This design comes from an exercise in tuning for small area and a short achievable clock period on the open sky130 flow, not from production work.
In this exercise RTL edits were held to simulation tests only and were not proved equivalent to the original.
Power is estimated from default activity; no workload was simulated.

## flow/config.mk

```make
export PLATFORM = sky130hd
export DESIGN_NAME = formulaChecker
export DESIGN_NICKNAME = formulaChecker
export VERILOG_FILES = /design/flow/design.v
export SDC_FILE = /design/flow/constraint.sdc
export NUM_CORES = 4
export LEC_CHECK = 0
export CAP_MARGIN = 20
export CORE_MARGIN = 2
export CORE_UTILIZATION = 40
export SETUP_SLACK_MARGIN = 1.5
export SLEW_MARGIN = 20
export SYNTH_HIERARCHICAL = 1
```

## flow/constraint.sdc

```tcl
create_clock -name core_clock -period 6.0 [get_ports {in_clk}]
set_input_delay 1.2000 -clock core_clock [delete_from_list [all_inputs] [get_ports {in_clk}]]
set_output_delay 1.2000 -clock core_clock [all_outputs]
set_load 0.01 [all_outputs]
```

## flow/design.v

```verilog
module OneClauseChecker (
  input  [19:0] coef_int,    
  input  [7:0]  coef_bool,   
  input         valid,       
  input  [3:0]  x,           
  input  [14:0] pos0,        
  input  [14:0] pos1,        
  input  [14:0] neg0,        
  input  [14:0] neg1,        
  output [8:0] cs,        
  output        pass         
);
  wire [3:0] c0 = ~coef_int[3:0], c1 = ~coef_int[7:4], c2 = ~coef_int[11:8], c3 = ~coef_int[15:12];
  wire [3:0] bq = coef_int[19:16];
  wire sa00 = c0[0] & ~c1[0];
  wire sb00 = ~c0[0] & c1[0];
  wire sab00 = c0[0] & c1[0];
  wire [4:0] rn00;   
  aoi222 u_rn00_0 (.a1(sa00), .a2(pos0[0]), .b1(sb00), .b2(pos0[5]), .c1(sab00), .c2(pos0[10]), .y(rn00[0]));
  aoi222 u_rn00_1 (.a1(sa00), .a2(pos0[1]), .b1(sb00), .b2(pos0[6]), .c1(sab00), .c2(pos0[11]), .y(rn00[1]));
  aoi222 u_rn00_2 (.a1(sa00), .a2(pos0[2]), .b1(sb00), .b2(pos0[7]), .c1(sab00), .c2(pos0[12]), .y(rn00[2]));
  aoi222 u_rn00_3 (.a1(sa00), .a2(pos0[3]), .b1(sb00), .b2(pos0[8]), .c1(sab00), .c2(pos0[13]), .y(rn00[3]));
  aoi222 u_rn00_4 (.a1(sa00), .a2(pos0[4]), .b1(sb00), .b2(pos0[9]), .c1(sab00), .c2(pos0[14]), .y(rn00[4]));
  wire sg1 = ~rn00[4];
  wire sa01 = c0[1] & ~c1[1];
  wire sb01 = ~c0[1] & c1[1];
  wire sab01 = c0[1] & c1[1];
  wire [4:0] rn01;   
  aoi222 u_rn01_0 (.a1(sa01), .a2(pos0[0]), .b1(sb01), .b2(pos0[5]), .c1(sab01), .c2(pos0[10]), .y(rn01[0]));
  aoi222 u_rn01_1 (.a1(sa01), .a2(pos0[1]), .b1(sb01), .b2(pos0[6]), .c1(sab01), .c2(pos0[11]), .y(rn01[1]));
  aoi222 u_rn01_2 (.a1(sa01), .a2(pos0[2]), .b1(sb01), .b2(pos0[7]), .c1(sab01), .c2(pos0[12]), .y(rn01[2]));
  aoi222 u_rn01_3 (.a1(sa01), .a2(pos0[3]), .b1(sb01), .b2(pos0[8]), .c1(sab01), .c2(pos0[13]), .y(rn01[3]));
  aoi222 u_rn01_4 (.a1(sa01), .a2(pos0[4]), .b1(sb01), .b2(pos0[9]), .c1(sab01), .c2(pos0[14]), .y(rn01[4]));
  wire sg2 = ~rn01[4];
  wire sa02 = c0[2] & ~c1[2];
  wire sb02 = ~c0[2] & c1[2];
  wire sab02 = c0[2] & c1[2];
  wire [4:0] rn02;   
  aoi222 u_rn02_0 (.a1(sa02), .a2(pos0[0]), .b1(sb02), .b2(pos0[5]), .c1(sab02), .c2(pos0[10]), .y(rn02[0]));
  aoi222 u_rn02_1 (.a1(sa02), .a2(pos0[1]), .b1(sb02), .b2(pos0[6]), .c1(sab02), .c2(pos0[11]), .y(rn02[1]));
  aoi222 u_rn02_2 (.a1(sa02), .a2(pos0[2]), .b1(sb02), .b2(pos0[7]), .c1(sab02), .c2(pos0[12]), .y(rn02[2]));
  aoi222 u_rn02_3 (.a1(sa02), .a2(pos0[3]), .b1(sb02), .b2(pos0[8]), .c1(sab02), .c2(pos0[13]), .y(rn02[3]));
  aoi222 u_rn02_4 (.a1(sa02), .a2(pos0[4]), .b1(sb02), .b2(pos0[9]), .c1(sab02), .c2(pos0[14]), .y(rn02[4]));
  wire sg3 = ~rn02[4];
  wire sa03 = c0[3] & ~c1[3];
  wire sb03 = ~c0[3] & c1[3];
  wire sab03 = c0[3] & c1[3];
  wire [4:0] rn03;   
  aoi222 u_rn03_0 (.a1(sa03), .a2(neg0[0]), .b1(sb03), .b2(neg0[5]), .c1(sab03), .c2(neg0[10]), .y(rn03[0]));
  aoi222 u_rn03_1 (.a1(sa03), .a2(neg0[1]), .b1(sb03), .b2(neg0[6]), .c1(sab03), .c2(neg0[11]), .y(rn03[1]));
  aoi222 u_rn03_2 (.a1(sa03), .a2(neg0[2]), .b1(sb03), .b2(neg0[7]), .c1(sab03), .c2(neg0[12]), .y(rn03[2]));
  aoi222 u_rn03_3 (.a1(sa03), .a2(neg0[3]), .b1(sb03), .b2(neg0[8]), .c1(sab03), .c2(neg0[13]), .y(rn03[3]));
  aoi222 u_rn03_4 (.a1(sa03), .a2(neg0[4]), .b1(sb03), .b2(neg0[9]), .c1(sab03), .c2(neg0[14]), .y(rn03[4]));
  wire nsel0 = ~(c0[3] | c1[3]);
  wire sa10 = c2[0] & ~c3[0];
  wire sb10 = ~c2[0] & c3[0];
  wire sab10 = c2[0] & c3[0];
  wire [4:0] rn10;   
  aoi222 u_rn10_0 (.a1(sa10), .a2(pos1[0]), .b1(sb10), .b2(pos1[5]), .c1(sab10), .c2(pos1[10]), .y(rn10[0]));
  aoi222 u_rn10_1 (.a1(sa10), .a2(pos1[1]), .b1(sb10), .b2(pos1[6]), .c1(sab10), .c2(pos1[11]), .y(rn10[1]));
  aoi222 u_rn10_2 (.a1(sa10), .a2(pos1[2]), .b1(sb10), .b2(pos1[7]), .c1(sab10), .c2(pos1[12]), .y(rn10[2]));
  aoi222 u_rn10_3 (.a1(sa10), .a2(pos1[3]), .b1(sb10), .b2(pos1[8]), .c1(sab10), .c2(pos1[13]), .y(rn10[3]));
  aoi222 u_rn10_4 (.a1(sa10), .a2(pos1[4]), .b1(sb10), .b2(pos1[9]), .c1(sab10), .c2(pos1[14]), .y(rn10[4]));
  wire sg4 = ~rn10[4];
  wire sa11 = c2[1] & ~c3[1];
  wire sb11 = ~c2[1] & c3[1];
  wire sab11 = c2[1] & c3[1];
  wire [4:0] rn11;   
  aoi222 u_rn11_0 (.a1(sa11), .a2(pos1[0]), .b1(sb11), .b2(pos1[5]), .c1(sab11), .c2(pos1[10]), .y(rn11[0]));
  aoi222 u_rn11_1 (.a1(sa11), .a2(pos1[1]), .b1(sb11), .b2(pos1[6]), .c1(sab11), .c2(pos1[11]), .y(rn11[1]));
  aoi222 u_rn11_2 (.a1(sa11), .a2(pos1[2]), .b1(sb11), .b2(pos1[7]), .c1(sab11), .c2(pos1[12]), .y(rn11[2]));
  aoi222 u_rn11_3 (.a1(sa11), .a2(pos1[3]), .b1(sb11), .b2(pos1[8]), .c1(sab11), .c2(pos1[13]), .y(rn11[3]));
  aoi222 u_rn11_4 (.a1(sa11), .a2(pos1[4]), .b1(sb11), .b2(pos1[9]), .c1(sab11), .c2(pos1[14]), .y(rn11[4]));
  wire sg5 = ~rn11[4];
  wire sa12 = c2[2] & ~c3[2];
  wire sb12 = ~c2[2] & c3[2];
  wire sab12 = c2[2] & c3[2];
  wire [4:0] rn12;   
  aoi222 u_rn12_0 (.a1(sa12), .a2(pos1[0]), .b1(sb12), .b2(pos1[5]), .c1(sab12), .c2(pos1[10]), .y(rn12[0]));
  aoi222 u_rn12_1 (.a1(sa12), .a2(pos1[1]), .b1(sb12), .b2(pos1[6]), .c1(sab12), .c2(pos1[11]), .y(rn12[1]));
  aoi222 u_rn12_2 (.a1(sa12), .a2(pos1[2]), .b1(sb12), .b2(pos1[7]), .c1(sab12), .c2(pos1[12]), .y(rn12[2]));
  aoi222 u_rn12_3 (.a1(sa12), .a2(pos1[3]), .b1(sb12), .b2(pos1[8]), .c1(sab12), .c2(pos1[13]), .y(rn12[3]));
  aoi222 u_rn12_4 (.a1(sa12), .a2(pos1[4]), .b1(sb12), .b2(pos1[9]), .c1(sab12), .c2(pos1[14]), .y(rn12[4]));
  wire sg6 = ~rn12[4];
  wire sa13 = c2[3] & ~c3[3];
  wire sb13 = ~c2[3] & c3[3];
  wire sab13 = c2[3] & c3[3];
  wire [4:0] rn13;   
  aoi222 u_rn13_0 (.a1(sa13), .a2(neg1[0]), .b1(sb13), .b2(neg1[5]), .c1(sab13), .c2(neg1[10]), .y(rn13[0]));
  aoi222 u_rn13_1 (.a1(sa13), .a2(neg1[1]), .b1(sb13), .b2(neg1[6]), .c1(sab13), .c2(neg1[11]), .y(rn13[1]));
  aoi222 u_rn13_2 (.a1(sa13), .a2(neg1[2]), .b1(sb13), .b2(neg1[7]), .c1(sab13), .c2(neg1[12]), .y(rn13[2]));
  aoi222 u_rn13_3 (.a1(sa13), .a2(neg1[3]), .b1(sb13), .b2(neg1[8]), .c1(sab13), .c2(neg1[13]), .y(rn13[3]));
  aoi222 u_rn13_4 (.a1(sa13), .a2(neg1[4]), .b1(sb13), .b2(neg1[9]), .c1(sab13), .c2(neg1[14]), .y(rn13[4]));
  wire nsel1 = ~(c2[3] | c3[3]);
  wire fs7, fc8;
  fa u_fs7 (.a(bq[0]), .b(rn00[0]), .c(rn10[0]), .s(fs7), .co(fc8));
  wire fs9, fc10;
  fa u_fs9 (.a(bq[1]), .b(rn01[0]), .c(rn11[0]), .s(fs9), .co(fc10));
  wire fs11, fc12;
  fa u_fs11 (.a(rn00[1]), .b(rn10[1]), .c(fc8), .s(fs11), .co(fc12));
  wire fs13, fc14;
  fa u_fs13 (.a(bq[2]), .b(rn02[0]), .c(rn12[0]), .s(fs13), .co(fc14));
  wire fs15, fc16;
  fa u_fs15 (.a(rn01[1]), .b(rn11[1]), .c(fc10), .s(fs15), .co(fc16));
  wire fs17, fc18;
  fa u_fs17 (.a(rn00[2]), .b(rn10[2]), .c(fs13), .s(fs17), .co(fc18));
  wire fs19, fc20;
  fa u_fs19 (.a(fc12), .b(fs15), .c(fs17), .s(fs19), .co(fc20));
  wire fs21, fc22;
  fa u_fs21 (.a(bq[3]), .b(nsel0), .c(nsel1), .s(fs21), .co(fc22));
  wire fs23, fc24;
  fa u_fs23 (.a(fs21), .b(rn03[0]), .c(rn13[0]), .s(fs23), .co(fc24));
  wire fs25, fc26;
  fa u_fs25 (.a(rn02[1]), .b(rn12[1]), .c(fc14), .s(fs25), .co(fc26));
  wire fs27, fc28;
  fa u_fs27 (.a(rn01[2]), .b(rn11[2]), .c(fs23), .s(fs27), .co(fc28));
  wire fs29, fc30;
  fa u_fs29 (.a(rn00[3]), .b(rn10[3]), .c(fc16), .s(fs29), .co(fc30));
  wire fs31, fc32;
  fa u_fs31 (.a(fc18), .b(fs25), .c(fs27), .s(fs31), .co(fc32));
  wire fs33, fc34;
  fa u_fs33 (.a(fs29), .b(fc20), .c(fs31), .s(fs33), .co(fc34));
  wire fs35, fc36;
  fa u_fs35 (.a(fc22), .b(rn03[1]), .c(rn13[1]), .s(fs35), .co(fc36));
  wire fs37, fc38;
  fa u_fs37 (.a(fc24), .b(rn02[2]), .c(rn12[2]), .s(fs37), .co(fc38));
  wire fs39, fc40;
  fa u_fs39 (.a(rn01[3]), .b(rn11[3]), .c(fc26), .s(fs39), .co(fc40));
  wire fs41, fc42;
  fa u_fs41 (.a(fs35), .b(fc28), .c(sg1), .s(fs41), .co(fc42));
  wire fs43, fc44;
  fa u_fs43 (.a(sg4), .b(fs37), .c(fc30), .s(fs43), .co(fc44));
  wire fs45, fc46;
  fa u_fs45 (.a(fs39), .b(fc32), .c(fs41), .s(fs45), .co(fc46));
  wire fs47, fc48;
  fa u_fs47 (.a(fs43), .b(fc34), .c(fs45), .s(fs47), .co(fc48));
  wire fs49, fc50;
  fa u_fs49 (.a(rn03[2]), .b(rn13[2]), .c(fc36), .s(fs49), .co(fc50));
  wire fs51, fc52;
  fa u_fs51 (.a(rn02[3]), .b(rn12[3]), .c(fc38), .s(fs51), .co(fc52));
  wire fs53, fc54;
  fa u_fs53 (.a(sg2), .b(sg5), .c(fc40), .s(fs53), .co(fc54));
  wire fs55, fc56;
  fa u_fs55 (.a(fs49), .b(fc42), .c(fs51), .s(fs55), .co(fc56));
  wire fs57, fc58;
  fa u_fs57 (.a(fc44), .b(fs53), .c(fc46), .s(fs57), .co(fc58));
  wire fs59, fc60;
  fa u_fs59 (.a(fs55), .b(fc48), .c(fs57), .s(fs59), .co(fc60));
  wire fs61, fc62;
  fa u_fs61 (.a(rn03[3]), .b(rn13[3]), .c(sg3), .s(fs61), .co(fc62));
  wire fs63, fc64;
  fa u_fs63 (.a(sg6), .b(fc50), .c(fc52), .s(fs63), .co(fc64));
  wire fs65, fc66;
  fa u_fs65 (.a(fs61), .b(fc54), .c(fc56), .s(fs65), .co(fc66));
  wire fs67, fc68;
  fa u_fs67 (.a(fs63), .b(fc58), .c(fs65), .s(fs67), .co(fc68));
  wire px69 = rn03[4] ^ rn13[4];
  wire px70 = px69 ^ fc62;
  wire px71 = px70 ^ fc64;
  wire zlo, cin5;
  lo_part u_lo (.a0_in(fs7), .a1_in(fs9), .b1_in(fs11), .a2_in(fs19), .b3_in(fs33), .zlo(zlo), .cin(cin5));
  assign cs = {zlo, cin5, px71, fc68, fc66, fs67, fc60, fs59, fs47};    
  assign pass = (coef_bool[1] & (coef_bool[0] == x[0])) | (coef_bool[3] & (coef_bool[2] == x[1]))
              | (coef_bool[5] & (coef_bool[4] == x[2])) | (coef_bool[7] & (coef_bool[6] == x[3])) | ~valid;
endmodule
module ClauseResult (input [8:0] cs, input pass, input en, output sat);
  reg ok;
  always @* begin
    case (cs)
      9'd0: ok = 1'b1;
      9'd1: ok = 1'b1;
      9'd2: ok = 1'b1;
      9'd3: ok = 1'b1;
      9'd4: ok = 1'b1;
      9'd5: ok = 1'b0;
      9'd6: ok = 1'b0;
      9'd7: ok = 1'b0;
      9'd8: ok = 1'b1;
      9'd9: ok = 1'b0;
      9'd10: ok = 1'b0;
      9'd11: ok = 1'b0;
      9'd12: ok = 1'b0;
      9'd13: ok = 1'b0;
      9'd14: ok = 1'b0;
      9'd15: ok = 1'b0;
      9'd16: ok = 1'b0;
      9'd17: ok = 1'b0;
      9'd18: ok = 1'b0;
      9'd19: ok = 1'b0;
      9'd20: ok = 1'b0;
      9'd21: ok = 1'b1;
      9'd22: ok = 1'b1;
      9'd23: ok = 1'b1;
      9'd24: ok = 1'b0;
      9'd25: ok = 1'b1;
      9'd26: ok = 1'b1;
      9'd27: ok = 1'b1;
      9'd28: ok = 1'b1;
      9'd29: ok = 1'b1;
      9'd30: ok = 1'b1;
      9'd31: ok = 1'b1;
      9'd32: ok = 1'b0;
      9'd33: ok = 1'b0;
      9'd34: ok = 1'b0;
      9'd35: ok = 1'b0;
      9'd36: ok = 1'b0;
      9'd37: ok = 1'b1;
      9'd38: ok = 1'b1;
      9'd39: ok = 1'b1;
      9'd40: ok = 1'b0;
      9'd41: ok = 1'b1;
      9'd42: ok = 1'b1;
      9'd43: ok = 1'b1;
      9'd44: ok = 1'b1;
      9'd45: ok = 1'b1;
      9'd46: ok = 1'b1;
      9'd47: ok = 1'b1;
      9'd48: ok = 1'b1;
      9'd49: ok = 1'b1;
      9'd50: ok = 1'b1;
      9'd51: ok = 1'b1;
      9'd52: ok = 1'b1;
      9'd53: ok = 1'b0;
      9'd54: ok = 1'b0;
      9'd55: ok = 1'b0;
      9'd56: ok = 1'b1;
      9'd57: ok = 1'b0;
      9'd58: ok = 1'b0;
      9'd59: ok = 1'b0;
      9'd60: ok = 1'b0;
      9'd61: ok = 1'b0;
      9'd62: ok = 1'b0;
      9'd63: ok = 1'b0;
      9'd64: ok = 1'b0;
      9'd65: ok = 1'b0;
      9'd66: ok = 1'b0;
      9'd67: ok = 1'b0;
      9'd68: ok = 1'b0;
      9'd69: ok = 1'b1;
      9'd70: ok = 1'b1;
      9'd71: ok = 1'b1;
      9'd72: ok = 1'b0;
      9'd73: ok = 1'b1;
      9'd74: ok = 1'b1;
      9'd75: ok = 1'b1;
      9'd76: ok = 1'b1;
      9'd77: ok = 1'b1;
      9'd78: ok = 1'b1;
      9'd79: ok = 1'b1;
      9'd80: ok = 1'b1;
      9'd81: ok = 1'b1;
      9'd82: ok = 1'b1;
      9'd83: ok = 1'b1;
      9'd84: ok = 1'b1;
      9'd85: ok = 1'b0;
      9'd86: ok = 1'b0;
      9'd87: ok = 1'b0;
      9'd88: ok = 1'b1;
      9'd89: ok = 1'b0;
      9'd90: ok = 1'b0;
      9'd91: ok = 1'b0;
      9'd92: ok = 1'b0;
      9'd93: ok = 1'b0;
      9'd94: ok = 1'b0;
      9'd95: ok = 1'b0;
      9'd96: ok = 1'b1;
      9'd97: ok = 1'b1;
      9'd98: ok = 1'b1;
      9'd99: ok = 1'b1;
      9'd100: ok = 1'b1;
      9'd101: ok = 1'b0;
      9'd102: ok = 1'b0;
      9'd103: ok = 1'b0;
      9'd104: ok = 1'b1;
      9'd105: ok = 1'b0;
      9'd106: ok = 1'b0;
      9'd107: ok = 1'b0;
      9'd108: ok = 1'b0;
      9'd109: ok = 1'b0;
      9'd110: ok = 1'b0;
      9'd111: ok = 1'b0;
      9'd112: ok = 1'b0;
      9'd113: ok = 1'b0;
      9'd114: ok = 1'b0;
      9'd115: ok = 1'b0;
      9'd116: ok = 1'b0;
      9'd117: ok = 1'b1;
      9'd118: ok = 1'b1;
      9'd119: ok = 1'b1;
      9'd120: ok = 1'b0;
      9'd121: ok = 1'b1;
      9'd122: ok = 1'b1;
      9'd123: ok = 1'b1;
      9'd124: ok = 1'b1;
      9'd125: ok = 1'b1;
      9'd126: ok = 1'b1;
      9'd127: ok = 1'b1;
      9'd128: ok = 1'b1;
      9'd129: ok = 1'b1;
      9'd130: ok = 1'b1;
      9'd131: ok = 1'b1;
      9'd132: ok = 1'b1;
      9'd133: ok = 1'b1;
      9'd134: ok = 1'b0;
      9'd135: ok = 1'b0;
      9'd136: ok = 1'b1;
      9'd137: ok = 1'b1;
      9'd138: ok = 1'b0;
      9'd139: ok = 1'b0;
      9'd140: ok = 1'b0;
      9'd141: ok = 1'b0;
      9'd142: ok = 1'b0;
      9'd143: ok = 1'b0;
      9'd144: ok = 1'b0;
      9'd145: ok = 1'b0;
      9'd146: ok = 1'b0;
      9'd147: ok = 1'b0;
      9'd148: ok = 1'b0;
      9'd149: ok = 1'b0;
      9'd150: ok = 1'b1;
      9'd151: ok = 1'b1;
      9'd152: ok = 1'b0;
      9'd153: ok = 1'b0;
      9'd154: ok = 1'b1;
      9'd155: ok = 1'b1;
      9'd156: ok = 1'b1;
      9'd157: ok = 1'b1;
      9'd158: ok = 1'b1;
      9'd159: ok = 1'b1;
      9'd160: ok = 1'b0;
      9'd161: ok = 1'b0;
      9'd162: ok = 1'b0;
      9'd163: ok = 1'b0;
      9'd164: ok = 1'b0;
      9'd165: ok = 1'b0;
      9'd166: ok = 1'b1;
      9'd167: ok = 1'b1;
      9'd168: ok = 1'b0;
      9'd169: ok = 1'b0;
      9'd170: ok = 1'b1;
      9'd171: ok = 1'b1;
      9'd172: ok = 1'b1;
      9'd173: ok = 1'b1;
      9'd174: ok = 1'b1;
      9'd175: ok = 1'b1;
      9'd176: ok = 1'b1;
      9'd177: ok = 1'b1;
      9'd178: ok = 1'b1;
      9'd179: ok = 1'b1;
      9'd180: ok = 1'b1;
      9'd181: ok = 1'b1;
      9'd182: ok = 1'b0;
      9'd183: ok = 1'b0;
      9'd184: ok = 1'b1;
      9'd185: ok = 1'b1;
      9'd186: ok = 1'b0;
      9'd187: ok = 1'b0;
      9'd188: ok = 1'b0;
      9'd189: ok = 1'b0;
      9'd190: ok = 1'b0;
      9'd191: ok = 1'b0;
      9'd192: ok = 1'b0;
      9'd193: ok = 1'b0;
      9'd194: ok = 1'b0;
      9'd195: ok = 1'b0;
      9'd196: ok = 1'b0;
      9'd197: ok = 1'b0;
      9'd198: ok = 1'b1;
      9'd199: ok = 1'b1;
      9'd200: ok = 1'b0;
      9'd201: ok = 1'b0;
      9'd202: ok = 1'b1;
      9'd203: ok = 1'b1;
      9'd204: ok = 1'b1;
      9'd205: ok = 1'b1;
      9'd206: ok = 1'b1;
      9'd207: ok = 1'b1;
      9'd208: ok = 1'b1;
      9'd209: ok = 1'b1;
      9'd210: ok = 1'b1;
      9'd211: ok = 1'b1;
      9'd212: ok = 1'b1;
      9'd213: ok = 1'b1;
      9'd214: ok = 1'b0;
      9'd215: ok = 1'b0;
      9'd216: ok = 1'b1;
      9'd217: ok = 1'b1;
      9'd218: ok = 1'b0;
      9'd219: ok = 1'b0;
      9'd220: ok = 1'b0;
      9'd221: ok = 1'b0;
      9'd222: ok = 1'b0;
      9'd223: ok = 1'b0;
      9'd224: ok = 1'b1;
      9'd225: ok = 1'b1;
      9'd226: ok = 1'b1;
      9'd227: ok = 1'b1;
      9'd228: ok = 1'b1;
      9'd229: ok = 1'b1;
      9'd230: ok = 1'b0;
      9'd231: ok = 1'b0;
      9'd232: ok = 1'b1;
      9'd233: ok = 1'b1;
      9'd234: ok = 1'b0;
      9'd235: ok = 1'b0;
      9'd236: ok = 1'b0;
      9'd237: ok = 1'b0;
      9'd238: ok = 1'b0;
      9'd239: ok = 1'b0;
      9'd240: ok = 1'b0;
      9'd241: ok = 1'b0;
      9'd242: ok = 1'b0;
      9'd243: ok = 1'b0;
      9'd244: ok = 1'b0;
      9'd245: ok = 1'b0;
      9'd246: ok = 1'b1;
      9'd247: ok = 1'b1;
      9'd248: ok = 1'b0;
      9'd249: ok = 1'b0;
      9'd250: ok = 1'b1;
      9'd251: ok = 1'b1;
      9'd252: ok = 1'b1;
      9'd253: ok = 1'b1;
      9'd254: ok = 1'b1;
      9'd255: ok = 1'b1;
      9'd256: ok = 1'b1;
      9'd257: ok = 1'b1;
      9'd258: ok = 1'b1;
      9'd259: ok = 1'b1;
      9'd260: ok = 1'b1;
      9'd261: ok = 1'b0;
      9'd262: ok = 1'b0;
      9'd263: ok = 1'b0;
      9'd264: ok = 1'b1;
      9'd265: ok = 1'b0;
      9'd266: ok = 1'b0;
      9'd267: ok = 1'b0;
      9'd268: ok = 1'b0;
      9'd269: ok = 1'b0;
      9'd270: ok = 1'b0;
      9'd271: ok = 1'b0;
      9'd272: ok = 1'b0;
      9'd273: ok = 1'b0;
      9'd274: ok = 1'b0;
      9'd275: ok = 1'b0;
      9'd276: ok = 1'b1;
      9'd277: ok = 1'b1;
      9'd278: ok = 1'b1;
      9'd279: ok = 1'b1;
      9'd280: ok = 1'b1;
      9'd281: ok = 1'b1;
      9'd282: ok = 1'b1;
      9'd283: ok = 1'b1;
      9'd284: ok = 1'b1;
      9'd285: ok = 1'b1;
      9'd286: ok = 1'b1;
      9'd287: ok = 1'b1;
      9'd288: ok = 1'b0;
      9'd289: ok = 1'b0;
      9'd290: ok = 1'b0;
      9'd291: ok = 1'b0;
      9'd292: ok = 1'b1;
      9'd293: ok = 1'b1;
      9'd294: ok = 1'b1;
      9'd295: ok = 1'b1;
      9'd296: ok = 1'b1;
      9'd297: ok = 1'b1;
      9'd298: ok = 1'b1;
      9'd299: ok = 1'b1;
      9'd300: ok = 1'b1;
      9'd301: ok = 1'b1;
      9'd302: ok = 1'b1;
      9'd303: ok = 1'b1;
      9'd304: ok = 1'b1;
      9'd305: ok = 1'b1;
      9'd306: ok = 1'b1;
      9'd307: ok = 1'b1;
      9'd308: ok = 1'b1;
      9'd309: ok = 1'b0;
      9'd310: ok = 1'b0;
      9'd311: ok = 1'b0;
      9'd312: ok = 1'b1;
      9'd313: ok = 1'b0;
      9'd314: ok = 1'b0;
      9'd315: ok = 1'b0;
      9'd316: ok = 1'b0;
      9'd317: ok = 1'b0;
      9'd318: ok = 1'b0;
      9'd319: ok = 1'b0;
      9'd320: ok = 1'b0;
      9'd321: ok = 1'b0;
      9'd322: ok = 1'b0;
      9'd323: ok = 1'b0;
      9'd324: ok = 1'b1;
      9'd325: ok = 1'b1;
      9'd326: ok = 1'b1;
      9'd327: ok = 1'b1;
      9'd328: ok = 1'b1;
      9'd329: ok = 1'b1;
      9'd330: ok = 1'b1;
      9'd331: ok = 1'b1;
      9'd332: ok = 1'b1;
      9'd333: ok = 1'b1;
      9'd334: ok = 1'b1;
      9'd335: ok = 1'b1;
      9'd336: ok = 1'b1;
      9'd337: ok = 1'b1;
      9'd338: ok = 1'b1;
      9'd339: ok = 1'b1;
      9'd340: ok = 1'b1;
      9'd341: ok = 1'b0;
      9'd342: ok = 1'b0;
      9'd343: ok = 1'b0;
      9'd344: ok = 1'b1;
      9'd345: ok = 1'b0;
      9'd346: ok = 1'b0;
      9'd347: ok = 1'b0;
      9'd348: ok = 1'b0;
      9'd349: ok = 1'b0;
      9'd350: ok = 1'b0;
      9'd351: ok = 1'b0;
      9'd352: ok = 1'b1;
      9'd353: ok = 1'b1;
      9'd354: ok = 1'b1;
      9'd355: ok = 1'b1;
      9'd356: ok = 1'b1;
      9'd357: ok = 1'b0;
      9'd358: ok = 1'b0;
      9'd359: ok = 1'b0;
      9'd360: ok = 1'b1;
      9'd361: ok = 1'b0;
      9'd362: ok = 1'b0;
      9'd363: ok = 1'b0;
      9'd364: ok = 1'b0;
      9'd365: ok = 1'b0;
      9'd366: ok = 1'b0;
      9'd367: ok = 1'b0;
      9'd368: ok = 1'b0;
      9'd369: ok = 1'b0;
      9'd370: ok = 1'b0;
      9'd371: ok = 1'b0;
      9'd372: ok = 1'b1;
      9'd373: ok = 1'b1;
      9'd374: ok = 1'b1;
      9'd375: ok = 1'b1;
      9'd376: ok = 1'b1;
      9'd377: ok = 1'b1;
      9'd378: ok = 1'b1;
      9'd379: ok = 1'b1;
      9'd380: ok = 1'b1;
      9'd381: ok = 1'b1;
      9'd382: ok = 1'b1;
      9'd383: ok = 1'b1;
      9'd384: ok = 1'b1;
      9'd385: ok = 1'b1;
      9'd386: ok = 1'b1;
      9'd387: ok = 1'b1;
      9'd388: ok = 1'b1;
      9'd389: ok = 1'b1;
      9'd390: ok = 1'b0;
      9'd391: ok = 1'b0;
      9'd392: ok = 1'b1;
      9'd393: ok = 1'b1;
      9'd394: ok = 1'b0;
      9'd395: ok = 1'b0;
      9'd396: ok = 1'b0;
      9'd397: ok = 1'b0;
      9'd398: ok = 1'b0;
      9'd399: ok = 1'b0;
      9'd400: ok = 1'b0;
      9'd401: ok = 1'b0;
      9'd402: ok = 1'b0;
      9'd403: ok = 1'b0;
      9'd404: ok = 1'b0;
      9'd405: ok = 1'b1;
      9'd406: ok = 1'b1;
      9'd407: ok = 1'b1;
      9'd408: ok = 1'b0;
      9'd409: ok = 1'b1;
      9'd410: ok = 1'b1;
      9'd411: ok = 1'b1;
      9'd412: ok = 1'b1;
      9'd413: ok = 1'b1;
      9'd414: ok = 1'b1;
      9'd415: ok = 1'b1;
      9'd416: ok = 1'b0;
      9'd417: ok = 1'b0;
      9'd418: ok = 1'b0;
      9'd419: ok = 1'b0;
      9'd420: ok = 1'b0;
      9'd421: ok = 1'b1;
      9'd422: ok = 1'b1;
      9'd423: ok = 1'b1;
      9'd424: ok = 1'b0;
      9'd425: ok = 1'b1;
      9'd426: ok = 1'b1;
      9'd427: ok = 1'b1;
      9'd428: ok = 1'b1;
      9'd429: ok = 1'b1;
      9'd430: ok = 1'b1;
      9'd431: ok = 1'b1;
      9'd432: ok = 1'b1;
      9'd433: ok = 1'b1;
      9'd434: ok = 1'b1;
      9'd435: ok = 1'b1;
      9'd436: ok = 1'b1;
      9'd437: ok = 1'b1;
      9'd438: ok = 1'b0;
      9'd439: ok = 1'b0;
      9'd440: ok = 1'b1;
      9'd441: ok = 1'b1;
      9'd442: ok = 1'b0;
      9'd443: ok = 1'b0;
      9'd444: ok = 1'b0;
      9'd445: ok = 1'b0;
      9'd446: ok = 1'b0;
      9'd447: ok = 1'b0;
      9'd448: ok = 1'b0;
      9'd449: ok = 1'b0;
      9'd450: ok = 1'b0;
      9'd451: ok = 1'b0;
      9'd452: ok = 1'b0;
      9'd453: ok = 1'b1;
      9'd454: ok = 1'b1;
      9'd455: ok = 1'b1;
      9'd456: ok = 1'b0;
      9'd457: ok = 1'b1;
      9'd458: ok = 1'b1;
      9'd459: ok = 1'b1;
      9'd460: ok = 1'b1;
      9'd461: ok = 1'b1;
      9'd462: ok = 1'b1;
      9'd463: ok = 1'b1;
      9'd464: ok = 1'b1;
      9'd465: ok = 1'b1;
      9'd466: ok = 1'b1;
      9'd467: ok = 1'b1;
      9'd468: ok = 1'b1;
      9'd469: ok = 1'b1;
      9'd470: ok = 1'b0;
      9'd471: ok = 1'b0;
      9'd472: ok = 1'b1;
      9'd473: ok = 1'b1;
      9'd474: ok = 1'b0;
      9'd475: ok = 1'b0;
      9'd476: ok = 1'b0;
      9'd477: ok = 1'b0;
      9'd478: ok = 1'b0;
      9'd479: ok = 1'b0;
      9'd480: ok = 1'b1;
      9'd481: ok = 1'b1;
      9'd482: ok = 1'b1;
      9'd483: ok = 1'b1;
      9'd484: ok = 1'b1;
      9'd485: ok = 1'b1;
      9'd486: ok = 1'b0;
      9'd487: ok = 1'b0;
      9'd488: ok = 1'b1;
      9'd489: ok = 1'b1;
      9'd490: ok = 1'b0;
      9'd491: ok = 1'b0;
      9'd492: ok = 1'b0;
      9'd493: ok = 1'b0;
      9'd494: ok = 1'b0;
      9'd495: ok = 1'b0;
      9'd496: ok = 1'b0;
      9'd497: ok = 1'b0;
      9'd498: ok = 1'b0;
      9'd499: ok = 1'b0;
      9'd500: ok = 1'b0;
      9'd501: ok = 1'b1;
      9'd502: ok = 1'b1;
      9'd503: ok = 1'b1;
      9'd504: ok = 1'b0;
      9'd505: ok = 1'b1;
      9'd506: ok = 1'b1;
      9'd507: ok = 1'b1;
      9'd508: ok = 1'b1;
      9'd509: ok = 1'b1;
      9'd510: ok = 1'b1;
      9'd511: ok = 1'b1;
      default: ok = 1'b0;
    endcase
  end
  assign sat = en & (pass | ok);
endmodule
module lo_part (input a0_in, a1_in, b1_in, a2_in, b3_in, output zlo, output cin);
  wire a0 = ~a0_in;
  wire b0 = 1'b0;
  wire a1 = ~a1_in;
  wire b1 = ~b1_in;
  wire a2 = ~a2_in;
  wire b2 = 1'b0;
  wire a3 = 1'b1;
  wire b3 = ~b3_in;
  wire [3:0] a = {a3, a2, a1, a0};
  wire [3:0] b = {b3, b2, b1, b0};
  wire [3:0] p = a ^ b, g = a & b, k = a | b;
  wire [4:0] c;
  assign c[0] = 1'b0;
  genvar i;
  for (i = 0; i < 4; i = i + 1) begin : carry
    assign c[i + 1] = g[i] | (k[i] & c[i]);
  end
  assign cin = c[4];
  assign zlo = ~p[0] & (p[3:1] == k[2:0]);
endmodule
module fa (input a, b, c, output s, co);
  assign s = a ^ b ^ c;
  assign co = (a & b) | (a & c) | (b & c);
endmodule
module ha (input a, b, output s, co);
  assign s = a ^ b;
  assign co = a & b;
endmodule
module fa1 (input a, b, output s, co);
  xnor2m u_s (.a(a), .b(b), .y(s));
  or2m u_c (.a(a), .b(b), .y(co));
endmodule
module xnor2m (input a, b, output y);
  assign y = ~(a ^ b);
endmodule
module or2m (input a, b, output y);
  assign y = a | b;
endmodule
module aoi222 (input a1, a2, b1, b2, c1, c2, output y);
  assign y = ~((a1 & a2) | (b1 & b2) | (c1 & c2));
endmodule
module ClauseIndexDecoder (
  input  [3:0]  in_clause_index,
  output [15:0] we
);
  assign we = 16'd1 << in_clause_index;
endmodule
module formulaChecker (
  input         in_clk,
  input         in_reset,
  input  [15:0] in_clause_enable,
  input  [19:0] in_clause_coefficients_integer,
  input  [7:0]  in_clause_coefficients_boolean,
  input  [3:0]  in_clause_index,
  input  [15:0] in_integer_assignment_after_move,
  input  [3:0]  in_boolean_assignment_after_move,
  input         in_enable,
  output [15:0] all_satisfied,
  output        satisfied
);
  wire [3:0] y0 = in_integer_assignment_after_move[3:0];
  wire [3:0] y1 = in_integer_assignment_after_move[7:4];
  wire [3:0] y2 = in_integer_assignment_after_move[11:8];
  wire [3:0] y3 = in_integer_assignment_after_move[15:12];
  wire [4:0] a0 = {y0[3], y0}, b0 = {y1[3], y1}, s0 = a0 + b0;
  wire [4:0] a1 = {y2[3], y2}, b1 = {y3[3], y3}, s1 = a1 + b1;
  wire [14:0] pos0 = {s0, b0, a0};
  wire [14:0] pos1 = {s1, b1, a1};
  wire [14:0] neg0 = ~pos0;
  wire [14:0] neg1 = ~pos1;
  wire [27:0] wdata = {in_clause_coefficients_boolean,
                       in_clause_coefficients_integer[19], ~in_clause_coefficients_integer[18:16],
                       ~in_clause_coefficients_integer[15:0]};
  wire [15:0] we;
  ClauseIndexDecoder dec (.in_clause_index(in_clause_index), .we(we));
  reg  [15:0] valid;
  reg  [15:0] en_r;
  wire [15:0] gate = in_clause_enable & {16{in_enable & ~in_reset}};
  always @(posedge in_clk) begin
    if (in_reset)
      valid <= 16'd0;
    else
      valid <= valid | we;
    en_r <= gate;    
  end
  genvar k;
  generate
    for (k = 0; k < 16; k = k + 1) begin : clause
      reg [27:0] q;
      reg  [8:0] cs_r;
      reg        pass_r;
      wire [8:0] cs;
      wire       pass;
      always @(posedge in_clk) begin
        if (we[k]) q <= wdata;
        cs_r   <= cs;
        pass_r <= pass;
      end
      OneClauseChecker check (
        .coef_int(q[19:0]), .coef_bool(q[27:20]),
        .valid(valid[k]),
        .x(in_boolean_assignment_after_move),
        .pos0(pos0), .pos1(pos1), .neg0(neg0), .neg1(neg1),
        .cs(cs), .pass(pass));
      ClauseResult res (.cs(cs_r), .pass(pass_r), .en(en_r[k]), .sat(all_satisfied[k]));
    end
  endgenerate
  assign satisfied = &(all_satisfied | ~in_clause_enable);
endmodule
```

## flow/run.sh

```bash
#!/bin/bash
# synth_recipe.tcl (not shown) runs the flow's synth.tcl, then flattens the netlist and writes it again
# the make line also repeats each setting of config.mk as NAME=value (left out here)
make -C /OpenROAD-flow-scripts/flow DESIGN_CONFIG=/design/flow/config.mk WORK_HOME=/design/flow/orfs CLKGATE_MAP_FILE= SYNTH_SCRIPT=/design/flow/synth_recipe.tcl finish
```

==> impl_results.md, run 1 <==
* Status: no timing/DRC/antenna violations
* Crit path required time at 6.51 ns
* Initial core utilization at 40.2%
* Clock latency (worst-skew pair) at 0.66 ns
* Avg Cell Area, Syn at 13.4 um2
* Layout net count at 3988
* Dpl hpwl at 91.8 mm
* Die W at 332 um
* Max Cap Viol at 0
* CTS tree: yes
* Total track usage at 27.1%
* Clock Skews at 0.0247 ns
* Drt total wl at 153 mm
* Mapped Nets at 3813
* Synth Instances at 3204
* Power per cell area at 370 mW/mm2
* Sum Neg Setup Slack at 0 ns
* Final hold viol count at 0
* H-Tree Depth at 3
* Final core utilization at 46.2%
* Max transition margin at 21.5%
* Hold_buf cts at 0
* Via-per-instance ratio at 6.69
* Clock Power Share at 25.6%
* Max VDD drop at 0.000254 V
* CTS sink cnt at 640
* Total power at 18300 uW
* NetSw at 6750 uW
* Reported leakage power at 0.0167 uW
* Row count at 120
* Slew @ Worst Pin at 1.17 ns
* Max Root-Sink Buffers at 3
* Internal at 11500 uW
* CP max FO at 33
* # port buffers at 87
* Synth area leaders: edfxtp_1 31%, fa_1 23%, a222oi_1 15%, dfxtp_1 8.9%, nor2b_1 3.7%
* Vias in the first global route at 31800
* Post-synth top cells: 656 x a222oi_1, 498 x fa_1, 448 x edfxtp_1, 257 x nor2b_1, 207 x inv_1
* RSZ-0062 raised after global routing: yes
* Fmax achieved at 213 MHz
* Top FF cell, synth: edfxtp_1
* RePlAce Congestion at 0.885
* Root buffer cell: clkbuf_16
* Via count at 32400
* DP Area at 0.0456 mm2
* Seq/Total Area, Yosys at 40.2%
* Cell taking the most area after synthesis: edfxtp_1
* Post-synth EDFFs at 448
* Yosys top cell area share at 31.3%
* Final Max Slew Viols at 0
* Synth unique cells at 45
* Final setup vio count at 0
* Design area at 0.0494 mm2
* Critical Setup Path Class: in -> reg
* Final Critical Period at 4.69 ns
* Die Y at 332 um
* Number of synthesized register bits at 640
* First-pass GRT wire length at 216 mm
* Crit start category: input pin
* DR pass1 iterations at 14
* ANT nets after route at 0
* CTS Buf Count at 74
* Min-delay worst type: reg -> reg
* Post-route DRC at 0
* Clock-pin transition on the worst setup and hold timing paths at 0.06 ns
* Routed len/inst at 31.6 um
* Min Hold Slack at 0.390 ns
* Kind of end point of the critical path: flop
* Logic pwr share at 42.1%
* Gr ovfl total at 0
* YS warnings at 8
* Flop pwr share at 32.3%
* Core ar. at 0.107 mm2
* Synthesized cell area at 0.0430 mm2
* Initial antenna violation count at 9
* Boundary Pins at 88
* Dominant cell by count in the synthesized netlist: a222oi_1
* Die area at 0.110 mm2
* Final Cycle Share at 78.1%
* Critical path data arrival time at 5.20 ns
* Area added between synthesis and finish at 14.8%
* Iter 0 DRT Violations at 7362
* Post-synthesis async set-or-reset flop share at 0%
* Largest net degree at the start of global routing at 98
* Net Sw Frac at 36.9%
* Proportion of layout cells with a drive suffix above 1 at 14.3%
## state kept, by name, summed over array words and instances, names as in the netlist
register       cells
clause.q         448
clause.cs_r      144
clause.pass_r     16
en_r              16
valid             16
## worst max-delay path: stages
cell and delay [ns]:
buf_4 0.13, clkinvlp_4 0.10, fa_2 0.70, clkinvlp_4 0.18, buf_12 0.24, a222oi_1 0.39
fa_1 0.51, fa_2 0.36, fa_1 0.42, fa_1 0.52, fa_1 0.42
## layer usage
metal	routed length [um]	vias up	part of all wire [%]	track usage [%]
li1	-	13300	-	-
met3	19700	516	13	7.48
met5	15	-	0.0098	0
met4	9210	2	6.0	15.1
met2	70100	2363	46	42.8
met1	54200	16200	35	33.8
## per-module statistics from Yosys (local to each module, per instance), excerpt
module,cells,copies in the design,flops+latches
lo_part,10,16,0
OneClauseChecker,51,16,0
aoi222,1,640,0
formulaChecker,784,1,640
ClauseResult,18,16,0
ClauseIndexDecoder,20,1,0
## stage by stage
step | setup WS [ns] | instances
after global placement | 0.220 | 4654
after detailed placement | 0.198 | 4654
final | 1.31 | 4850
after CTS | 1.35 | 4825
after global routing | 1.23 | 4843
after floorplan | 0.441 | 3204
## what timing repair did
action / CTS / global route
buffers inserted: 30 / 15
gates resized for setup: 93 / 43
endpoints found under the setup margin: 106 / 67
cloned: 4 / 3
pin swaps: 93 / 46
## layout by cell type (no fill, tap or decap), types with 77 or more instances in the layout
master       n
a222oi_1   656
buf_4      123
clkbuf_16   77
dfxtp_1    192
edfxtp_1   448
fa_1       393
fa_2       105
inv_1      187
nor2_1     177
nor2b_1    257
xnor2_1     96
## final cells by class
class	count	area [um2]
Clock buffer	95	2040
Sequential cell	640	17300
Clock inverter	42	483
Antenna cell	7	17.5
Fill cell	9486	57500
Tap cell	1403	1760
Timing Repair Buffer	250	2660
Inverter	207	815
Multi-Input combinational cell	2206	24300
## path summary, 6_finish.rpt
| path | start | endpoint | slack [ns] | cells past startpoint |
|---|---|---|---|---|
| setup / recovery | in_integer_assignment_after_move[5] | clause[9].cs_r[1] | 1.31 | 11 |
| hold reg to reg | valid[3] | clause[3].pass_r | 0.39 | 1 |
| hold / removal | valid[3] | clause[3].pass_r | 0.39 | 1 |
| setup reg to reg | clause[3].q[3] | clause[3].cs_r[1] | 1.90 | 8 |
## kinds of logic (layout without fill, tap and decap cells)
kind of cell / after synthesis / count (layout) / synth area share (%)
buf+inv: 358 / 594 / 4.49
other cells: 0 / 7 / 0
xor+xnor: 134 / 134 / 3.33
fa+ha+maj: 538 / 538 / 24.3
simple gates: 691 / 691 / 9.08
compound gates: 841 / 841 / 18.5
flops: 640 / 640 / 40.2
mux: 2 / 2 / 0.0495
## power groups by stage
stage          logic (uW)  registers, uW  clock network (uW)
6_report             7700           5910                4690
5_1_grt              8450           5990                4920
4_1_cts              7560           5900                4750
3_5_place_dp         7220           5980                   0
3_3_place_gp         7060           5960                   0
2_1_floorplan        6540           5860                   0
==> run 2, diff against run 1 <==
--- a/flow/config.mk
+++ b/flow/config.mk
@@ -8,6 +8,8 @@
 export CAP_MARGIN = 20
 export CORE_MARGIN = 2
 export CORE_UTILIZATION = 40
+export CTS_CLUSTER_DIAMETER = 70
+export CTS_CLUSTER_SIZE = 28
 export SETUP_SLACK_MARGIN = 1.5
 export SLEW_MARGIN = 20
 export SYNTH_HIERARCHICAL = 1
==> impl_results.md, run 2 <==
* FF-to-FF End: clause[1].cs_r[1] (was clause[3].cs_r[1])
* Placed Cells incl. Taps at 4654 (unchanged)
* Core ar. at 0.107 mm2 (unchanged)
* Worst-case reg-to-reg path depth at 8 (unchanged)
* Critical Setup Path Class: in -> reg (unchanged)
* Post-synthesis async set-or-reset flop share at 0% (unchanged)
* Final Cycle Share at 79.9% (was 78.1%)
* Synthesized cell area at 0.0430 mm2 (unchanged)
* Avg Cell Area, Syn at 13.4 um2 (unchanged)
* Final setup vio count at 0 (unchanged)
* Die Y at 332 um (unchanged)
* DR pass1 iterations at 13 (was 14)
* Max VDD drop at 0.000315 V (was 0.000254 V)
* Final Critical Period at 4.79 ns (was 4.69 ns)
* Fmax achieved at 209 MHz (was 213 MHz)
* Crit start category: input pin (unchanged)
* Hold path endpoint: clause[3].pass_r (unchanged)
* Max transition margin at 19.4% (was 21.5%)
* Initial antenna violation count at 9 (unchanged)
* Worst reg-to-reg setup slack at 1.87 ns (was 1.90 ns)
* Iter 0 DRT Violations at 7029 (was 7362)
* Status: no timing/DRC/antenna violations (unchanged)
* Proportion of layout cells with a drive suffix above 1 at 15.0% (was 14.3%)
* Layout net count at 3966 (was 3988)
* Area added between synthesis and finish at 13.4% (was 14.8%)
* Clock-pin transition on the worst setup and hold timing paths at 0.10 ns (was 0.06 ns)
* Die W at 332 um (unchanged)
* Post-synth EDFFs at 448 (unchanged)
* Number of synthesized register bits at 640 (unchanged)
* Drt total wl at 153 mm (about the same)
* Dpl hpwl at 91.8 mm (unchanged)
* Max FFs per register at 448 (unchanged)
* Via-per-instance ratio at 6.74 (was 6.69)
* Initial core utilization at 40.2% (unchanged)
* Hold_buf cts at 0 (unchanged)
* RePlAce Congestion at 0.885 (unchanged)
* Via count at 32400 (about the same)
* Row count at 120 (unchanged)
* Min Hold Slack at 0.400 ns (was 0.390 ns)
* Yosys top cell area share at 31.3% (unchanged)
* Clock Skews at 0.0302 ns (was 0.0247 ns)
* Min-delay worst type: reg -> reg (unchanged)
* H-Tree Depth at 2 (was 3)
* Synth Instances at 3204 (unchanged)
* Reg-to-Reg Start: clause[1].q[7] (was clause[3].q[3])
* CTS tree: yes (unchanged)
* ANT nets after route at 0 (unchanged)
* Crit path required time at 6.51 ns (about the same)
* Dominant cell by count in the synthesized netlist: a222oi_1 (unchanged)
* Synth unique cells at 45 (unchanged)
* Die area at 0.110 mm2 (unchanged)
* Final hold viol count at 0 (unchanged)
* YS warnings at 8 (unchanged)
* Critical path data arrival time at 5.30 ns (was 5.20 ns)
* Top FF cell, synth: edfxtp_1 (unchanged)
* Most common cell after layout, fill and taps aside: a222oi_1 (unchanged)
* Cell taking the most area after synthesis: edfxtp_1 (unchanged)
* Finished Layout Cells at 4799 (was 4850)
* Boundary Pins at 88 (unchanged)
* First-pass GRT wire length at 214 mm (was 216 mm)
* Top Registers: clause.q x448, clause.cs_r x144 (unchanged)
* Post-route DRC at 0 (unchanged)
* Clock latency (worst-skew pair) at 0.65 ns (was 0.66 ns)
* Mapped Nets at 3813 (unchanged)
* Reported leakage power at 0.0163 uW (was 0.0167 uW)
* CTS Buf Count at 44 (was 74)
* CTS sink cnt at 640 (unchanged)
* Gr ovfl total at 0 (unchanged)
* Hold depth at 1 (unchanged)
* Total power at 17400 uW (was 18300 uW)
* Max Cap Viol at 0 (unchanged)
* Power per cell area at 356 mW/mm2 (was 370 mW/mm2)
* Routed len/inst at 32.0 um (was 31.6 um)
* Total track usage at 26.7% (was 27.1%)
* Final Max Slew Viols at 0 (unchanged)
* Seq/Total Area, Yosys at 40.2% (unchanged)
* Min-delay src: valid[3] (unchanged)
* Max Root-Sink Buffers at 3 (unchanged)
* Largest net degree at the start of global routing at 98 (unchanged)
* CP max FO at 7 (was 33)
* Top reg by flops: clause.q (unchanged)
* Most frequent cells in the layout: 656 x a222oi_1, 448 x edfxtp_1, 352 x fa_1 (was 656 x a222oi_1, 448 x edfxtp_1, 393 x fa_1)
* Root buffer cell: clkbuf_16 (unchanged)
* Slew @ Worst Pin at 1.20 ns (was 1.17 ns)
* Vias in the first global route at 31400 (was 31800)
* Sum Neg Setup Slack at 0 ns (unchanged)
* RSZ-0062 raised after global routing: yes (unchanged)
* Synth area leaders: edfxtp_1 31%, fa_1 23%, a222oi_1 15%, dfxtp_1 8.9%, nor2b_1 3.7% (unchanged)
* Post-synth top cells: 656 x a222oi_1, 498 x fa_1, 448 x edfxtp_1, 257 x nor2b_1, 207 x inv_1 (unchanged)
* Kind of end point of the critical path: flop (unchanged)
* # port buffers at 87 (unchanged)
-- run 2: worst max path at each step --
stage,start,end,cells after the start
after floorplan,in_integer_assignment_after_move[8],clause[0].cs_r[1],10
final,in_integer_assignment_after_move[4],clause[2].cs_r[1],13
after CTS,clause[2].cs_r[4],satisfied,9
after global placement,in_integer_assignment_after_move[8],clause[10].cs_r[1],10
after global routing,in_integer_assignment_after_move[4],clause[2].cs_r[1],14
after detailed placement,in_integer_assignment_after_move[8],clause[1].cs_r[1],10
-- run 2: modules after synthesis, one instance, submodules excluded, excerpt --
module,cells,area (um2)
formulaChecker,784,18100
OneClauseChecker,51,313
ClauseIndexDecoder,20,277
ClauseResult,18,134
lo_part,10,68.8
aoi222,1,10.0
-- run 2: area by class of cell --
class	count	area [um2]
diodes	3	7.51
clock buffers	48	1160
clock inverters	34	541
fillers	9552	58100
inverters	207	815
multi-input cells	2206	24400
flip-flops and latches	640	17300
well taps	1403	1760
repair buffers	258	2760
-- run 2: timing repair --
| action | 4_1_cts | 5_1_grt |
|---|---|---|
| endpoints found under the hold margin | 0 | 0 |
| gates resized for setup | 95 | 94 |
| pin swaps | 80 | 125 |
| gates cloned | 6 | 4 |
| endpoints found under the setup margin | 102 | 77 |
| setup buffers | 34 | 16 |
-- run 2: power by group --
| group | internal, uW | total (uW) | switching [uW] |
|---|---|---|---|
| logic | 3520 | 7890 | 4360 |
| registers | 5420 | 5890 | 470 |
| clock network | 1710 | 3590 | 1880 |
| total | 10700 | 17400 | 6710 |
-- run 2: worst max-delay path: stages --
cell        delay [ns]
buf_12            0.09
ha_4              0.14
inv_2             0.04
fa_2              0.68
clkinvlp_4        0.15
buf_6             0.16
buf_12            0.15
a222oi_1          0.40
fa_1              0.55
fa_2              0.39
fa_2              0.35
fa_2              0.55
fa_2              0.43
-- run 2: metal layers --
| layer | routed length [um] | share of wire, % | vias to the layer above | GRT usage, % |
|---|---|---|---|---|
| met5 | 26 | 0.017 | - | 0 |
| met4 | 10000 | 6.5 | 4 | 14.1 |
| met3 | 20500 | 13 | 542 | 6.59 |
| met2 | 69500 | 45 | 2430 | 42.5 |
| met1 | 53400 | 35 | 16100 | 33.9 |
| li1 | - | - | 13300 | - |
-- run 2: kinds of logic after synthesis --
group                    after synthesis  share of synthesized area (%)
AO/OA/AOI/OAI                        841                           18.5
XOR/XNOR                             134                           3.33
adder cells (fa/ha/maj)              538                           24.3
buffers and inverters                358                           4.49
flip-flops                           640                           40.2
multiplexers                           2                         0.0495
AND/OR/NAND/NOR                      691                           9.08
-- run 2: through the flow --
step | setup WS (ns) | utilization (%) | area (um2)
final | 1.21 | 45.6 | 48800
after global routing | 1.21 | 45.6 | 48800
after CTS | 1.27 | 45.1 | 48300
after detailed placement | 0.198 | 42.7 | 45600
after global placement | 0.220 | 42.7 | 45600
after floorplan | 0.441 | - | 43200
==> run 3, diff against run 2 <==
--- a/flow/config.mk
+++ b/flow/config.mk
@@ -8,8 +8,6 @@
 export CAP_MARGIN = 20
 export CORE_MARGIN = 2
 export CORE_UTILIZATION = 40
-export CTS_CLUSTER_DIAMETER = 70
-export CTS_CLUSTER_SIZE = 28
-export SETUP_SLACK_MARGIN = 1.5
+export SETUP_SLACK_MARGIN = 1.25
 export SLEW_MARGIN = 20
 export SYNTH_HIERARCHICAL = 1
==> impl_results.md, run 3 <==
* Most frequent cells in the layout: 656 x a222oi_1, 448 x edfxtp_1, 426 x fa_1 (was 656 x a222oi_1, 448 x edfxtp_1, 352 x fa_1)
* Post-synthesis async set-or-reset flop share at 0% (unchanged)
* Synth Area in Adders at 24.3% (unchanged)
* Proportion of layout cells with a drive suffix above 1 at 12.7% (was 15.0%)
* Clock-pin transition on the worst setup and hold timing paths at 0.06 ns (was 0.10 ns)
* Drt total wl at 153 mm (about the same)
* Fill count at 9539 (was 9552)
* Number of synthesized register bits at 640 (unchanged)
* CTS Buf Count at 74 (was 44)
* Via-per-instance ratio at 6.77 (was 6.74)
* YS warnings at 8 (unchanged)
* ANT nets after route at 0 (unchanged)
* Avg Cell Area, Syn at 13.4 um2 (unchanged)
* Min-delay worst type: reg -> reg (unchanged)
* Top FF cell, synth: edfxtp_1 (unchanged)
* Dominant cell by count in the synthesized netlist: a222oi_1 (unchanged)
* Fmax achieved at 209 MHz (about the same)
* Final setup vio count at 0 (unchanged)
* Die W at 332 um (unchanged)
* Final hold viol count at 0 (unchanged)
* Synth Instances at 3204 (unchanged)
* Reported leakage power at 0.0166 uW (was 0.0163 uW)
* Root buffer cell: clkbuf_16 (unchanged)
* Kind of end point of the critical path: flop (unchanged)
* Initial core utilization at 40.2% (unchanged)
* Critical path data arrival time at 5.29 ns (was 5.30 ns)
* Worst path cell trace: buf_8 > buf_4 > buf_6 > a222oi_1 > fa_1 > fa_1 > fa_1 > fa_1 > fa_1 > fa_1 (was buf_12 > ha_4 > inv_2 > fa_2 > clkinvlp_4 > buf_6 > buf_12 > a222oi_1 > fa_1 > fa_2 > fa_2 > fa_2 > fa_2)
* Synth unique cells at 45 (unchanged)
* Most common cell after layout, fill and taps aside: a222oi_1 (unchanged)
* Routed len/inst at 31.7 um (was 32.0 um)
* Max transition margin at 24.9% (was 19.4%)
* RePlAce Congestion at 0.872 (was 0.885)
* Cell taking the most area after synthesis: edfxtp_1 (unchanged)
* Die area at 0.110 mm2 (unchanged)
* Final Critical Period at 4.78 ns (was 4.79 ns)
* Multiplexer share of the synthesized area at 0.0495% (unchanged)
* Final Cycle Share at 79.6% (was 79.9%)
* Gr ovfl total at 0 (unchanged)
* Synth Area in XOR/XNOR at 3.33% (unchanged)
* Post-route DRC at 0 (unchanged)
* Synth Area in Compound Gates at 18.5% (unchanged)
* Sum Neg Setup Slack at 0 ns (unchanged)
* Via count at 32700 (was 32400)
* Core ar. at 0.107 mm2 (unchanged)
* Seq/Total Area, Yosys at 40.2% (unchanged)
* Yosys top cell area share at 31.3% (unchanged)
* Max VDD drop at 0.000350 V (was 0.000315 V)
* CTS tree: yes (unchanged)
* Area added between synthesis and finish at 13.9% (was 13.4%)
* # port buffers at 87 (unchanged)
* Hold_buf cts at 0 (unchanged)
* Status: no timing/DRC/antenna violations (unchanged)
* Post-synth top cells: 656 x a222oi_1, 498 x fa_1, 448 x edfxtp_1, 257 x nor2b_1, 207 x inv_1 (unchanged)
* Design area at 0.0490 mm2 (was 0.0488 mm2)
* Largest net degree at the start of global routing at 54 (was 98)
* Max FFs per register at 448 (unchanged)
* Mapped Nets at 3813 (unchanged)
* Cell mode on critical path: fa_1 (was fa_2)
* Footprint of the multi-input gates at 0.0242 mm2 (was 0.0244 mm2)
* Worst reg-to-reg setup slack at 1.91 ns (was 1.87 ns)
* Vias in the first global route at 32000 (was 31400)
* Register area at 0.0173 mm2 (unchanged)
* Max Cap Viol at 0 (unchanged)
* CP peak stage delay at 0.52 ns (was 0.68 ns)
* Crit start category: input pin (unchanged)
* Row count at 120 (unchanged)
* Critical Setup Path Class: in -> reg (unchanged)
* CP max FO at 25 (was 7)
* Top reg by flops: clause.q (unchanged)
* Boundary Pins at 88 (unchanged)
* Die Y at 332 um (unchanged)
* Clock latency (worst-skew pair) at 0.66 ns (was 0.65 ns)
* CP max stage cell: fa_1 (was fa_2)
* Post-synth EDFFs at 448 (unchanged)
* Final Max Slew Viols at 0 (unchanged)
* Dpl hpwl at 91.3 mm (was 91.8 mm)
* Total track usage at 26.9% (was 26.7%)
* Slew @ Worst Pin at 1.13 ns (was 1.20 ns)
* Synth area leaders: edfxtp_1 31%, fa_1 23%, a222oi_1 15%, dfxtp_1 8.9%, nor2b_1 3.7% (unchanged)
* Layout net count at 3970 (was 3966)
* First-pass GRT wire length at 215 mm (was 214 mm)
* Simple-gate area share of the yosys netlist at 9.08% (unchanged)
* H-Tree Depth at 3 (was 2)
* Max Root-Sink Buffers at 3 (unchanged)
* DR pass1 iterations at 13 (unchanged)
* Iter 0 DRT Violations at 8018 (was 7029)
* RSZ-0062 raised after global routing: yes (unchanged)
* Initial antenna violation count at 10 (was 9)
* DP Area at 0.0457 mm2 (was 0.0456 mm2)
* Power per cell area at 375 mW/mm2 (was 356 mW/mm2)
* Largest family of logic cells by synthesized area: adder cells (unchanged)
* Clock Skews at 0.0229 ns (was 0.0302 ns)
* Top Registers: clause.q x448, clause.cs_r x144 (unchanged)
* Crit path required time at 6.51 ns (about the same)
* CTS sink cnt at 640 (unchanged)
* Synthesized cell area at 0.0430 mm2 (unchanged)
## run 3: cell types whose count changed in the layout (fill, tap and decap cells not counted), moves of 8 or more
cell	delta
a21oi_1	+8
buf_6	-12
clkbuf_16	+29
clkbuf_8	+14
clkinv_2	+9
fa_1	+74
fa_2	-74
## run 3: cell families (layout without fill, tap and decap cells)
logic type / count (synthesis) / after routing
flops: 640 / 640
fa+ha+maj: 538 / 538
simple gates: 691 / 691
mux: 2 / 2
buf+inv: 358 / 574
xor+xnor: 134 / 134
compound gates: 841 / 841
other cells: 0 / 5
## run 3: repair_timing
item                                    CTS  global route
setup buffers                             9            20
endpoints found under the setup margin   53            43
pin swaps                                22            77
endpoints found under the hold margin     0             0
gates cloned                              0             1
resized for setup                        26            52
## run 3: worst max-delay path: cells and delay by family
| kind | cells | cell delay, ns |
|---|---|---|
| AOI/OAI and AO/OA | 1 | 0.17 |
| buffers and inverters | 3 | 1.05 |
| adders and majority gates | 6 | 2.83 |
## run 3: cell type report
cell class / instances / share of cell area (%)
timing repair buffer: 232 / 4.71
tap: 1403 / 3.59
clock buffer: 100 / 4.40
inverter: 207 / 1.63
antenna: 5 / 0.0256
multi-input combinational: 2206 / 49.3
sequential: 640 / 35.3
clock inverter: 35 / 0.984
## run 3: modules after synthesis (local to each module, per instance)
module | cells | flip-flops and latches
formulaChecker | 784 | 640
OneClauseChecker | 51 | 0
ClauseIndexDecoder | 20 | 0
ClauseResult | 18 | 0
lo_part | 10 | 0
fa | 1 | 0
aoi222 | 1 | 0
## run 3: where the power goes
group          leakage, uW  switching (uW)  internal [uW]  total (uW)
registers          0.00567             477           5430        5910
logic              0.00967            4230           3320        7550
clock network      0.00129            1930           2960        4890
total               0.0166            6630          11700       18300
## run 3: metal layers
metal  track usage [%]  up-vias  wire length [um]
met4              14.7        0             10000
li1                  -    13300                 -
met5                 0        -                 0
met1              34.4    16200             54500
met2              41.4     2659             67100
met3              7.64      576             21600
## run 3: path summary, 6_finish.rpt
check	to	cells after the start	from
worst max-delay path	clause[1].cs_r[1]	10	in_integer_assignment_after_move[12]
worst min-delay path	clause[5].pass_r	1	valid[5]
worst max register to register	clause[12].cs_r[1]	8	clause[12].q[7]
worst min register to register	clause[5].pass_r	1	valid[5]
## run 3: metrics by stage
step | total power (uW) | cells | utilization [%] | hold slack (ns) | worst slack, ns
floorplan | 12400 | 3204 | - | 0.368 | 0.441
global placement | 13100 | 4657 | 42.8 | 0.377 | 0.124
detailed placement | 13300 | 4658 | 42.8 | 0.377 | 0.361
CTS | 18300 | 4802 | 45.4 | 0.386 | 1.20
global route | 19400 | 4823 | 45.8 | 0.399 | 1.19
finish | 18300 | 4828 | 45.8 | 0.388 | 1.22

what the ideal ports hide:
How much do the figures lean on ideal ports? The routed layouts below were timed once more, with nothing changed but the port constraints.
Step 1 assumes that a clkbuf_16 drives the clock port and a buf_2 every other input.
Step 2 moves the port delays by t, midway between the first and last clock arrival at a register: inputs arrive t later, outputs are due t later. That takes back most of the time a late clock gives input paths.
a / b / c = ideal ports / drivers / drivers and shift; a / b = the first two.
run | t, ns | setup WS [ns] | worst setup path at the end | worst register clock-pin slew, ns | pins driven straight from the clock port
run 1 | 0.720 | 1.315 / 1.323 / 0.603 | input to register | 0.07 / 0.07 | 1
run 2 | 0.701 | 1.208 / 1.201 / 0.501 | input to register | 0.11 / 0.11 | 1
run 3 | 0.712 | 1.223 / 1.238 / 0.527 | input to register | 0.07 / 0.07 | 1
After both steps every run listed still meets setup and hold. For run 1, which loses most, drivers alone change the setup slack by +0.008 ns; drivers and shift together by -0.712 ns.
